From an optimization exercise on the open Yosys and OpenROAD flow, aimed at small area and a short achievable clock period; shortcuts taken in it are not production practice. Function was checked by simulation only, so behaviour that the tests miss may differ from the original. Power is estimated from default activity; no workload was simulated.

== run 1 ==
## cam_pixel_labeler
module cam_pixel_labeler (
    input  logic        clk,
    input  logic        reset,
    input  logic        href,
    input  logic        vsync,
    input  logic [ 7:0] ov7670_data,
    output logic        we,
    output logic [16:0] wAddr,
    output logic [ 2:0] label_data,
    output logic        camera_dp_en,
    output logic        v_finish_camera,
    output logic [ 9:0] x_pixel_camera,
    output logic [ 9:0] y_pixel_camera
);
Size: roughly 270 cells after synthesis, about 55 I/O pins, ~2100 sq um of cells after synthesis.
clock: 150.0 ns
lec_check: 0
cap_margin: 20
core_margin: 2
core_utilization: 40
slew_margin: 20
standard.sh (not shown) runs the stock make flow with config.mk's settings and CLKGATE_MAP_FILE= SYNTH_SCRIPT=/design/flow/synth_recipe.tcl, a recipe that flattens the netlist after the stock synthesis.
==> flow/flow/run.sh <==
#!/bin/bash
# Layout flow: the standard synthesis, then the combinational logic between the
# registers is re-synthesised for area with ABC (registers, their names and cell types
# untouched, equivalence checked), then the standard layout from that netlist, with
# the port buffers made from the smallest buffer cell and a small clock tree.
set -euo pipefail
WORK=$PWD
FLOW=$WORK/flow
RES=$WORK/orfs/results/$FLOW_PLATFORM/cam_pixel_labeler/base
YOSYS=$(command -v yosys || echo "$FLOW_HOME/../tools/install/yosys/bin/yosys")
export LIBERTY=$FLOW_HOME/platforms/sky130hd/lib/sky130_fd_sc_hd__tt_025C_1v80.lib
export FLOWDIR=$FLOW

bash standard.sh synth > 1_standard_synth.log 2>&1
cp "$RES/1_2_yosys.v" std_synth.v

NET=std_synth.v
if "$YOSYS" -c "$FLOW/reopt.tcl" > 2_reopt.log 2>&1 && [[ -s reopt.v ]]; then
  if "$YOSYS" -c "$FLOW/equiv.tcl" > 3_equiv.log 2>&1; then
    NET=reopt.v
  fi
fi
echo "netlist used: $NET" > netlist_choice.txt

bash standard.sh clean_synth > 4_clean_synth.log 2>&1
bash standard.sh "SYNTH_NETLIST_FILES=$WORK/$NET" \
  "BUFFER_PORTS_ARGS=-buffer_cell sky130_fd_sc_hd__buf_1" \
  "CTS_ARGS=-sink_clustering_enable -repair_clock_nets -dont_use_dummy_load -buf_list sky130_fd_sc_hd__clkbuf_2 -root_buf sky130_fd_sc_hd__clkbuf_4" \
  finish > 5_layout.log 2>&1
==> flow/flow/equiv.tcl <==
yosys -import
read_liberty -ignore_miss_func $::env(LIBERTY)
read_verilog std_synth.v
yosys rename cam_pixel_labeler gold
read_verilog reopt.v
yosys rename cam_pixel_labeler gate
flatten gold gate
opt_clean
async2sync
equiv_make gold gate eq
hierarchy -top eq
equiv_simple -seq 2
equiv_induct
equiv_status -assert
==> flow/flow/reopt.tcl <==
yosys -import
set lib $::env(LIBERTY)
set flow $::env(FLOWDIR)
read_liberty -ignore_miss_func $lib
read_verilog std_synth.v
hierarchy -top cam_pixel_labeler
# registers and tie cells stay as they are; everything else becomes plain gates
setattr -mod -set keep_hierarchy 1 sky130_fd_sc_hd__df*
setattr -mod -set keep_hierarchy 1 sky130_fd_sc_hd__conb_1
# full-adder cells from the adder mapping are kept too
setattr -mod -set keep_hierarchy 1 sky130_fd_sc_hd__fa_*
flatten
opt_clean
abc -script $flow/area.abc -liberty $lib -dont_use sky130_fd_sc_hd__lpflow_bleeder_1 -dont_use sky130_fd_sc_hd__lpflow_clkbufkapwr_1 -dont_use sky130_fd_sc_hd__lpflow_clkbufkapwr_16 -dont_use sky130_fd_sc_hd__lpflow_clkbufkapwr_2 -dont_use sky130_fd_sc_hd__lpflow_clkbufkapwr_4 -dont_use sky130_fd_sc_hd__lpflow_clkbufkapwr_8 -dont_use sky130_fd_sc_hd__lpflow_clkinvkapwr_1 -dont_use sky130_fd_sc_hd__lpflow_clkinvkapwr_16 -dont_use sky130_fd_sc_hd__lpflow_clkinvkapwr_2 -dont_use sky130_fd_sc_hd__lpflow_clkinvkapwr_4 -dont_use sky130_fd_sc_hd__lpflow_clkinvkapwr_8 -dont_use sky130_fd_sc_hd__lpflow_decapkapwr_12 -dont_use sky130_fd_sc_hd__lpflow_decapkapwr_3 -dont_use sky130_fd_sc_hd__lpflow_decapkapwr_4 -dont_use sky130_fd_sc_hd__lpflow_decapkapwr_6 -dont_use sky130_fd_sc_hd__lpflow_decapkapwr_8 -dont_use sky130_fd_sc_hd__lpflow_inputiso0n_1 -dont_use sky130_fd_sc_hd__lpflow_inputiso0p_1 -dont_use sky130_fd_sc_hd__lpflow_inputiso1n_1 -dont_use sky130_fd_sc_hd__lpflow_inputiso1p_1 -dont_use sky130_fd_sc_hd__lpflow_inputisolatch_1 -dont_use sky130_fd_sc_hd__lpflow_isobufsrc_1 -dont_use sky130_fd_sc_hd__lpflow_isobufsrc_16 -dont_use sky130_fd_sc_hd__lpflow_isobufsrc_2 -dont_use sky130_fd_sc_hd__lpflow_isobufsrc_4 -dont_use sky130_fd_sc_hd__lpflow_isobufsrc_8 -dont_use sky130_fd_sc_hd__lpflow_isobufsrckapwr_16 -dont_use sky130_fd_sc_hd__lpflow_lsbuf_lh_hl_isowell_tap_1 -dont_use sky130_fd_sc_hd__lpflow_lsbuf_lh_hl_isowell_tap_2 -dont_use sky130_fd_sc_hd__lpflow_lsbuf_lh_hl_isowell_tap_4 -dont_use sky130_fd_sc_hd__lpflow_lsbuf_lh_isowell_4 -dont_use sky130_fd_sc_hd__lpflow_lsbuf_lh_isowell_tap_1 -dont_use sky130_fd_sc_hd__lpflow_lsbuf_lh_isowell_tap_2 -dont_use sky130_fd_sc_hd__lpflow_lsbuf_lh_isowell_tap_4 -dont_use sky130_fd_sc_hd__probe_p_8 -dont_use sky130_fd_sc_hd__probec_p_8 
opt_clean -purge
hilomap -singleton -hicell sky130_fd_sc_hd__conb_1 HI -locell sky130_fd_sc_hd__conb_1 LO
select cam_pixel_labeler
write_verilog -noattr -selected reopt.v
Other scripts of this flow, unchanged in this note and not shown: flow/flow/area.abc
Run 1 ran to completion and came out clean on the timing, DRC and antenna checks.
Input-level comparison between run 2 and run 1:
--- a/flow/flow/run.sh
+++ b/flow/flow/run.sh
@@ -27,3 +27,3 @@
   "BUFFER_PORTS_ARGS=-buffer_cell sky130_fd_sc_hd__buf_1" \
-  "CTS_ARGS=-sink_clustering_enable -repair_clock_nets -dont_use_dummy_load -buf_list sky130_fd_sc_hd__clkbuf_2 -root_buf sky130_fd_sc_hd__clkbuf_4" \
+  "CTS_ARGS=-repair_clock_nets -dont_use_dummy_load -buf_list sky130_fd_sc_hd__clkbuf_16 -root_buf sky130_fd_sc_hd__clkbuf_16" \
   finish > 5_layout.log 2>&1
[summary]
Run 2 completed; timing, DRC and antenna clean. Setup slack in run 2 is larger than in run 1. Diff run 1 -> run 2: portion of total power attributed to the clock network went up 17 points; global-route wire length before repair went down 41 microns; number of buffers added for setup after CTS shows no meaningful change.
> inputs changed (run 2 -> run 3)
--- a/flow/flow/run.sh
+++ b/flow/flow/run.sh
@@ -4,3 +4,3 @@
 # untouched, equivalence checked), then the standard layout from that netlist, with
-# the port buffers made from the smallest buffer cell and a small clock tree.
+# the port buffers made from the smallest buffer cell.
 set -euo pipefail
@@ -26,4 +26,2 @@
 bash standard.sh "SYNTH_NETLIST_FILES=$WORK/$NET" \
-  "BUFFER_PORTS_ARGS=-buffer_cell sky130_fd_sc_hd__buf_1" \
-  "CTS_ARGS=-repair_clock_nets -dont_use_dummy_load -buf_list sky130_fd_sc_hd__clkbuf_16 -root_buf sky130_fd_sc_hd__clkbuf_16" \
-  finish > 5_layout.log 2>&1
+  "BUFFER_PORTS_ARGS=-buffer_cell sky130_fd_sc_hd__buf_1" finish > 5_layout.log 2>&1
--- a/flow/flow/reopt.tcl
+++ b/flow/flow/reopt.tcl
@@ -9,4 +9,2 @@
 setattr -mod -set keep_hierarchy 1 sky130_fd_sc_hd__conb_1
-# full-adder cells from the adder mapping are kept too
-setattr -mod -set keep_hierarchy 1 sky130_fd_sc_hd__fa_*
 flatten
NOTE: length of the first detailed-routing pass in iterations in run 3 falls short of that of run 2
In run 3 relative to run 2, area after synthesis had gone up by a few percent.
Global-route usage, run 2 and run 3: higher on run 3
Run 3 vs run 2: count of filler cells inserted in the layout up by a few percent
Run 2 leaves less setup margin than run 3.
The lower starting utilization of the core area came out of run 2.
Run 3 vs run 2: global-route track usage on met3 up
The inputs of run 4 differ from those of run 3 as listed below.
--- a/flow/flow/run.sh
+++ b/flow/flow/run.sh
@@ -4,3 +4,3 @@
 # untouched, equivalence checked), then the standard layout from that netlist, with
-# the port buffers made from the smallest buffer cell.
+# the port buffers made from the smallest buffer cell and a small clock tree.
 set -euo pipefail
@@ -26,2 +26,4 @@
 bash standard.sh "SYNTH_NETLIST_FILES=$WORK/$NET" \
-  "BUFFER_PORTS_ARGS=-buffer_cell sky130_fd_sc_hd__buf_1" finish > 5_layout.log 2>&1
+  "BUFFER_PORTS_ARGS=-buffer_cell sky130_fd_sc_hd__buf_1" \
+  "CTS_ARGS=-sink_clustering_enable -repair_clock_nets -dont_use_dummy_load -sink_clustering_size 40 -sink_clustering_max_diameter 300 -buf_list sky130_fd_sc_hd__clkbuf_8 -root_buf sky130_fd_sc_hd__clkbuf_8" \
+  finish > 5_layout.log 2>&1
--- a/flow/flow/reopt.tcl
+++ b/flow/flow/reopt.tcl
@@ -9,2 +9,4 @@
 setattr -mod -set keep_hierarchy 1 sky130_fd_sc_hd__conb_1
+# full-adder cells from the adder mapping are kept too
+setattr -mod -set keep_hierarchy 1 sky130_fd_sc_hd__fa_*
 flatten
==> notes.md <==
Post-synthesis net count, run 4 and run 3, lower one = run 4. NOTE clock-net power run 3->run 4 decreased by more than 10%. In run 4, the fmax came out 1.5% below the value in run 3. Compared with run 3, run 4 shows a least setup slack across all paths after layout that is 500 ps lower.
The following lists how run 5 was set up differently from run 4:
--- a/flow/flow/run.sh
+++ b/flow/flow/run.sh
@@ -4,3 +4,3 @@
 # untouched, equivalence checked), then the standard layout from that netlist, with
-# the port buffers made from the smallest buffer cell and a small clock tree.
+# the port buffers made from the smallest buffer cell.
 set -euo pipefail
@@ -26,4 +26,2 @@
 bash standard.sh "SYNTH_NETLIST_FILES=$WORK/$NET" \
-  "BUFFER_PORTS_ARGS=-buffer_cell sky130_fd_sc_hd__buf_1" \
-  "CTS_ARGS=-sink_clustering_enable -repair_clock_nets -dont_use_dummy_load -sink_clustering_size 40 -sink_clustering_max_diameter 300 -buf_list sky130_fd_sc_hd__clkbuf_8 -root_buf sky130_fd_sc_hd__clkbuf_8" \
-  finish > 5_layout.log 2>&1
+  "BUFFER_PORTS_ARGS=-buffer_cell sky130_fd_sc_hd__buf_1" finish > 5_layout.log 2>&1
--- a/flow/flow/equiv.tcl
+++ b/flow/flow/equiv.tcl
@@ -3,5 +3,5 @@
 read_verilog std_synth.v
-yosys rename cam_pixel_labeler gold
+rename cam_pixel_labeler gold
 read_verilog reopt.v
-yosys rename cam_pixel_labeler gate
+rename cam_pixel_labeler gate
 flatten gold gate
--- a/flow/flow/reopt.tcl
+++ b/flow/flow/reopt.tcl
@@ -9,4 +9,2 @@
 setattr -mod -set keep_hierarchy 1 sky130_fd_sc_hd__conb_1
-# full-adder cells from the adder mapping are kept too
-setattr -mod -set keep_hierarchy 1 sky130_fd_sc_hd__fa_*
 flatten
--- outcome ---
From run 4 to run 5 the numbers moved as follows: sequential share of layout area down 4.0 points, final clock period utilization by the worst path flat, areal power density over the cells up 12%, chip width up 6.4 microns.
When run 5 is measured against run 4, its worst reg2reg path depth turns out 3 lower.
Against run 4 as the reference, run 5 delivers a lower via count.
Compared with run 4, in run 5 routability-driven placement congestion ratio saw a decrease, area of all placed cells without fillers saw an increase, share of cells above drive strength 1 saw an increase, worst setup slack saw an increase, routed wire length saw an increase.
Group with the largest share of power = the clock network: run 5; group with the largest share of power = registers: run 4

[afterwards: timing with drivers on the ports]
In the flow no input, the clock included, has a driving cell. The finished layouts below were timed again as built, in two steps.
Step 1 assumes that a clkbuf_16 drives the clock port and a buf_2 every other input.
Step 2 also shifts input and output timing later by t, the mid clock arrival at the registers, as if the neighbouring blocks saw the same clock.
Slacks: ideal / step 1 / step 2; pairs: ideal / step 1.
run | t, ns | setup slack, ns | worst hold slack (ns) | latest minus earliest clock arrival (ns) | worst data-port slew with drivers (ns)
run 1 | 0.344 | 115.337 / 115.311 / 115.655 | 0.399 / 0.399 / 0.399 | 0.022 / 0.022 | 0.03
run 2 | 0.296 | 115.414 / 115.383 / 115.679 | 0.392 / 0.392 / 0.392 | 0.010 / 0.010 | 0.03
run 3 | 0.312 | 115.905 / 115.875 / 116.187 | 0.381 / 0.381 / 0.381 | 0.011 / 0.011 | 0.03
run 4 | 0.298 | 115.400 / 115.373 / 115.671 | 0.395 / 0.395 / 0.395 | 0.014 / 0.015 | 0.03
run 5 | 0.318 | 115.479 / 115.451 / 115.769 | 0.400 / 0.400 / 0.400 | 0.011 / 0.012 | 0.03
After both steps setup and hold are still met in every run listed.
